From an optimization exercise on the open Yosys and OpenROAD flow, aimed at small area; shortcuts taken in it are not production practice. RTL that was checked went through simulation tests only; none was proved equivalent to the original. Power figures rest on the tool's default switching activity, not on a simulated workload.

## exp/harbor
==> flow/design.v (excerpt) <==
module fir #(parameter DWIDTH = 16)
(
  input clk,
  input rstn,
  input signed [DWIDTH-1:0] i_data,
  output signed [(2*DWIDTH)-1:0] o_data
);
Size: ~1,400 cells after synthesis, ~50 I/O pins, ~21,000 um2 of cells after synthesis.
==> flow/config.mk <==
export PLATFORM = sky130hd
export DESIGN_NAME = fir
export DESIGN_NICKNAME = fir
export VERILOG_FILES = /design/flow/design.v
export SDC_FILE = /design/flow/constraint.sdc
export NUM_CORES = 4
export LEC_CHECK = 0
export CAP_MARGIN = 20
export CORE_MARGIN = 2
export CORE_UTILIZATION = 70
export SLEW_MARGIN = 20
export SYNTH_HIERARCHICAL = 1
export SYNTH_MINIMUM_KEEP_SIZE = 0
==> flow/constraint.sdc <==
create_clock -name core_clock -period 8.0 [get_ports {clk}]
set_input_delay 1.6000 -clock core_clock [delete_from_list [all_inputs] [get_ports {clk}]]
set_output_delay 1.6000 -clock core_clock [all_outputs]
set_load 0.01 [all_outputs]
run.sh (not shown) runs the stock make flow with config.mk's settings and CLKGATE_MAP_FILE= SYNTH_SCRIPT=/design/flow/synth_recipe.tcl, a recipe that flattens the netlist after the stock synthesis.
exp/harbor: all stages done; final checks FAILED (negative setup slack).
The inputs of exp/zinc differ from those of exp/harbor as listed below.
- changing CORE_UTILIZATION from 70 to 40
==> flow/flow/run.sh (new file) <==
#!/bin/bash
set -euo pipefail
cd "$(dirname "$0")/.."
export CTS_ARGS="-sink_clustering_enable -repair_clock_nets -dont_use_dummy_load -sink_clustering_size 10 -sink_clustering_max_diameter 50 -buf_list {sky130_fd_sc_hd__clkbuf_4}"
export BUFFER_PORTS_ARGS="-buffer_cell sky130_fd_sc_hd__buf_1"
bash standard.sh > flow_make.log 2>&1
==> flow/standard.sh (new file) <==
#!/bin/bash
# synth_recipe.tcl (not shown) runs the flow's synth.tcl, then flattens the netlist and writes it again
# the make line also repeats each setting of config.mk as NAME=value (left out here)
make -C /OpenROAD-flow-scripts/flow DESIGN_CONFIG=/design/flow/config.mk WORK_HOME=/design/flow/orfs CLKGATE_MAP_FILE= SYNTH_SCRIPT=/design/flow/synth_recipe.tcl "${@:-finish}"
removed: flow/run.sh
Notes after the runs:
- From the logs: exp/harbor reached the end of the flow and failed the layout checks with negative setup slack.
- exp/zinc | stages: all done | timing, DRC, antenna: all pass
- The critical-path maximum fanout number comes out higher for exp/zinc vs exp/harbor.
- Wire length the detailed router placed on met1 (exp/zinc vs. exp/harbor) decreases by more than 10%
- Of exp/harbor and exp/zinc, exp/harbor shows the higher cell area, with exp/zinc below it.
- As far as worst-case reg-to-reg path depth goes, exp/zinc and exp/harbor are indistinguishable; the numbers are identical.
- Delta (exp/zinc minus exp/harbor): final routed wire length divided by cell count now sits lower; number of non-clock buffers now sits lower; worst path buffer plus inverter count now sits higher.
Modified inputs, exp/willow compared to exp/zinc
- an added CTS_CLUSTER_SIZE of 20
- an added CTS_BUF_LIST of sky130_fd_sc_hd__clkbuf_2 sky130_fd_sc_hd__clkbuf_4 sky130_fd_sc_hd__clkbuf_8
==> flow/run.sh (new file) <==
#!/bin/bash
# synth_recipe.tcl (not shown) runs the flow's synth.tcl, then flattens the netlist and writes it again
# the make line also repeats each setting of config.mk as NAME=value (left out here)
make -C /OpenROAD-flow-scripts/flow DESIGN_CONFIG=/design/flow/config.mk WORK_HOME=/design/flow/orfs CLKGATE_MAP_FILE= SYNTH_SCRIPT=/design/flow/synth_recipe.tcl finish
removed: flow/flow/run.sh
removed: flow/standard.sh
--- outcome ---
- Comparing exp/zinc against exp/willow, there is no change at all in non-clock buffer count.
- The last weighted congestion value of the routability-driven placer in exp/willow sits 2.3% above the value recorded for exp/zinc.
- exp/willow vs exp/zinc, total chip power went up by 31%.
- Against exp/zinc, exp/willow comes in about 90% higher on clock buffer count in the final layout.
- In exp/willow relative to exp/zinc, post-layout instance area had gone up by a little under 10%.
- Of exp/zinc and exp/willow, exp/willow shows the lower clock skew, with exp/zinc above it.
- Number of buffers added on ports: exp/willow vs exp/zinc — no meaningful difference
- Arrival time of data at the critical path endpoint is lower on exp/willow
- Final critical-path share of the clock period | exp/willow below exp/zinc
The following lists how exp/fjord was set up differently from exp/willow:
- CTS_BUF_LIST no longer set, was sky130_fd_sc_hd__clkbuf_2 sky130_fd_sc_hd__clkbuf_4 sky130_fd_sc_hd__clkbuf_8
- CTS_CLUSTER_SIZE no longer set, was 20
==> flow/flow/run.sh (new file) <==
#!/bin/bash
set -euo pipefail
cd "$(dirname "$0")/.."
export CTS_ARGS="-sink_clustering_enable -repair_clock_nets -dont_use_dummy_load -buf_list {sky130_fd_sc_hd__clkbuf_4 sky130_fd_sc_hd__clkbuf_8}"
export BUFFER_PORTS_ARGS="-buffer_cell sky130_fd_sc_hd__buf_1"
bash standard.sh > flow_make.log 2>&1
==> flow/standard.sh (new file) <==
#!/bin/bash
# synth_recipe.tcl (not shown) runs the flow's synth.tcl, then flattens the netlist and writes it again
# the make line also repeats each setting of config.mk as NAME=value (left out here)
make -C /OpenROAD-flow-scripts/flow DESIGN_CONFIG=/design/flow/config.mk WORK_HOME=/design/flow/orfs CLKGATE_MAP_FILE= SYNTH_SCRIPT=/design/flow/synth_recipe.tcl "${@:-finish}"
removed: flow/run.sh
==> comparison <==
- Hold slack ended up 0.0076 ns lower on exp/fjord than on exp/willow.
- Transition at the pin with the smallest max-transition slack delta (exp/fjord -> exp/willow): insignificant
- The multi-input logic portion of the cell area in exp/fjord sits 1.6 points above the value recorded for exp/willow.
Input changes introduced in exp/nickel (baseline for comparison: exp/fjord):
- CTS_BUF_LIST newly set to sky130_fd_sc_hd__clkbuf_8
- CORE_UTILIZATION changed from 40 to 70
==> flow/run.sh (new file) <==
#!/bin/bash
# synth_recipe.tcl (not shown) runs the flow's synth.tcl, then flattens the netlist and writes it again
# the make line also repeats each setting of config.mk as NAME=value (left out here)
make -C /OpenROAD-flow-scripts/flow DESIGN_CONFIG=/design/flow/config.mk WORK_HOME=/design/flow/orfs CLKGATE_MAP_FILE= SYNTH_SCRIPT=/design/flow/synth_recipe.tcl finish
removed: flow/flow/run.sh
removed: flow/standard.sh
==> notes.md <==
- exp/nickel and exp/fjord: one clean run, exp/fjord; the rest did not finish clean.
- Final worst clock skew delta for exp/nickel relative to exp/fjord: 0.013 ns lower
- Final critical path time including I/O delays and setup, exp/nickel and exp/fjord: larger value in exp/nickel
- The final reports for exp/nickel and exp/fjord show total net switching power higher in the former.
- Relative to exp/fjord, sequential cell fraction of total power has gone down in exp/nickel.
- Final net count: exp/nickel vs exp/fjord down 0.41%


Starting RTL as in the previous note.
Settings: LEC_CHECK=0, CAP_MARGIN=20, CORE_MARGIN=2, CORE_UTILIZATION=40, SLEW_MARGIN=20, SYNTH_HIERARCHICAL=1, SYNTH_MINIMUM_KEEP_SIZE=0; clock period 8.0 ns.
Stock flow here: none of the scripts above is used.
The starting point produced a clean layout.
Edit:
==> flow/flow/run.sh (new file) <==
#!/bin/bash
set -euo pipefail
cd "$(dirname "$0")/.."
export CTS_ARGS="-sink_clustering_enable -repair_clock_nets -dont_use_dummy_load -sink_clustering_size 25 -sink_clustering_max_diameter 100 -buf_list {sky130_fd_sc_hd__clkbuf_16}"
export BUFFER_PORTS_ARGS="-buffer_cell sky130_fd_sc_hd__buf_1"
bash standard.sh > flow_make.log 2>&1
==> flow/standard.sh (new file) <==
#!/bin/bash
# synth_recipe.tcl (not shown) runs the flow's synth.tcl, then flattens the netlist and writes it again
# the make line also repeats each setting of config.mk as NAME=value (left out here)
make -C /OpenROAD-flow-scripts/flow DESIGN_CONFIG=/design/flow/config.mk WORK_HOME=/design/flow/orfs CLKGATE_MAP_FILE= SYNTH_SCRIPT=/design/flow/synth_recipe.tcl "${@:-finish}"
removed: flow/run.sh
Hold slack is worse by 0.040 ns.
Routed wire length came out lower slightly.
Synthesized area does not change.
Power fell by about a fifth.
Die area does not change.
Fmax falls slightly.
First-iteration DRC count came out higher by about a fifth.
Worst setup slack degrades by 0.052 ns.
Register-to-register slack is worse by 0.05 ns.
Via count decreases by a few percent.
Sequential power hardly moves.
Edit:
==> flow/flow/run.sh (replaced) <==
#!/bin/bash
set -euo pipefail
cd "$(dirname "$0")/.."
export CTS_ARGS="-sink_clustering_enable -repair_clock_nets -dont_use_dummy_load -sink_clustering_size 18 -sink_clustering_max_diameter 70 -buf_list {sky130_fd_sc_hd__clkbuf_8}"
export BUFFER_PORTS_ARGS="-buffer_cell sky130_fd_sc_hd__buf_1"
bash standard.sh > flow_make.log 2>&1
Cell count climbs by 0.60%.
Clock skew shrinks by 0.012 ns.
Cell area went down by 0.66%.
Fmax barely changes.
Setup slack barely changes.
Total power falls by 3.9%.
Core utilization came out lower by 0.29 points.
Area after synthesis is unchanged.
Via count rose by 0.59%.
Edit:
==> flow/run.sh (new file) <==
#!/bin/bash
# synth_recipe.tcl (not shown) runs the flow's synth.tcl, then flattens the netlist and writes it again
# the make line also repeats each setting of config.mk as NAME=value (left out here)
make -C /OpenROAD-flow-scripts/flow DESIGN_CONFIG=/design/flow/config.mk WORK_HOME=/design/flow/orfs CLKGATE_MAP_FILE= SYNTH_SCRIPT=/design/flow/synth_recipe.tcl finish
Settings changed: CTS_BUF_LIST set to sky130_fd_sc_hd__clkbuf_4.
removed: flow/flow/run.sh
removed: flow/standard.sh
Outcome:
- sequential cell count is unchanged
- register-to-register slack improves by 0.05 ns
- clock skew drops by 0.034 ns
- worst hold slack improves by 0.0034 ns
- global-route usage went up by 0.78 points
- routed wire length rises by about 2.2%


== lane 2 ==
fir, a different RTL version from the one above (not shown whole).
Size in the first run: ~1300 cells after synthesis, roughly 50 I/O pins, about 20000 um2 of cells after synthesis.
export LEC_CHECK = 0
export CAP_MARGIN = 20
export CORE_MARGIN = 2
export CORE_UTILIZATION = 40
export GPL_ROUTABILITY_DRIVEN = 0
export GPL_TIMING_DRIVEN = 0
export PLACE_DENSITY = 0.7
export SLEW_MARGIN = 20
export SYNTH_HIERARCHICAL = 1
export SYNTH_MINIMUM_KEEP_SIZE = 0
create_clock -name core_clock -period 8.0 [get_ports {clk}]
standard.sh (not shown) runs the stock make flow with config.mk's settings and CLKGATE_MAP_FILE= SYNTH_SCRIPT=/design/flow/synth_recipe.tcl, a recipe that flattens the netlist after the stock synthesis.
==> flow/flow/run.sh <==
#!/bin/bash
set -euo pipefail
cd "$(dirname "$0")/.."
export CTS_ARGS="-sink_clustering_enable -repair_clock_nets -dont_use_dummy_load -sink_clustering_size 18 -sink_clustering_max_diameter 70 -buf_list {sky130_fd_sc_hd__clkbuf_8}"
export BUFFER_PORTS_ARGS="-buffer_cell sky130_fd_sc_hd__buf_1"
bash standard.sh > flow_make.log 2>&1
Modified inputs, lane 5 compared to lane 2
- GPL_ROUTABILITY_DRIVEN removed (was 0)
- PLACE_DENSITY removed (was 0.7)
- GPL_TIMING_DRIVEN removed (was 0)
### Flow results
Comparing lane 5 and lane 2, the higher global-route usage is on lane 5.
Looking at lane 5 and lane 2, the post-route cell area is a wash.
From lane 2 to lane 5 the numbers moved as follows: maximum operating frequency picked up an extra about 0.9%, worst-case setup margin in the final layout moved up, met2 global-route usage grew by 0.79 points, detailed-placement wirelength estimate picked up an extra 11%, count of non-CTS buffers in the layout went down.
Lane 5 vs lane 2: via count of the first global-routing pass down slightly
As far as share of the core filled with cells in the final layout is concerned, lane 2 and lane 5 perform about the same.
Compared lane 5 vs lane 2, and critical path depth is up in lane 5.
No functional check of the RTL was part of any run of this note.

-- what the ideal ports hide --
No port has a modelled driver above. Below, the same layouts with a new extraction and two added sets of constraints.
Step 1 assumes that a clkbuf_16 drives the clock port and a buf_2 every other input.
Step 2 adds t to the input delays and takes it off the output delays; t is the mean of the earliest and latest rising clock arrival at the registers after step 1. Input paths then give back, and output paths get back, about the clock's delay inside the block.
Slacks: no drivers / after step 1 / after step 2; pairs: no drivers / after step 1.
run	t (ns)	slack for setup (ns)	slew at the worst register clock pin (ns)
exp/harbor	0.632	-0.118 / -0.118 / -0.118	0.08 / 0.08
exp/zinc	0.781	0.399 / 0.399 / 0.399	0.11 / 0.11
exp/willow	0.697	0.459 / 0.459 / 0.459	0.07 / 0.07
exp/fjord	0.658	0.499 / 0.499 / 0.499	0.06 / 0.06
exp/nickel	0.674	-0.021 / -0.021 / -0.021	0.08 / 0.08
the first run of note 2	0.649	0.495 / 0.495 / 0.495	0.07 / 0.07
the second run of note 2	0.627	0.443 / 0.443 / 0.443	0.10 / 0.10
the third run of note 2	0.646	0.445 / 0.445 / 0.445	0.12 / 0.12
the fourth run of note 2	0.948	0.492 / 0.492 / 0.492	0.08 / 0.08
lane 2	0.629	0.349 / 0.349 / 0.349	0.10 / 0.10
lane 5	0.637	0.419 / 0.419 / 0.419	0.11 / 0.11
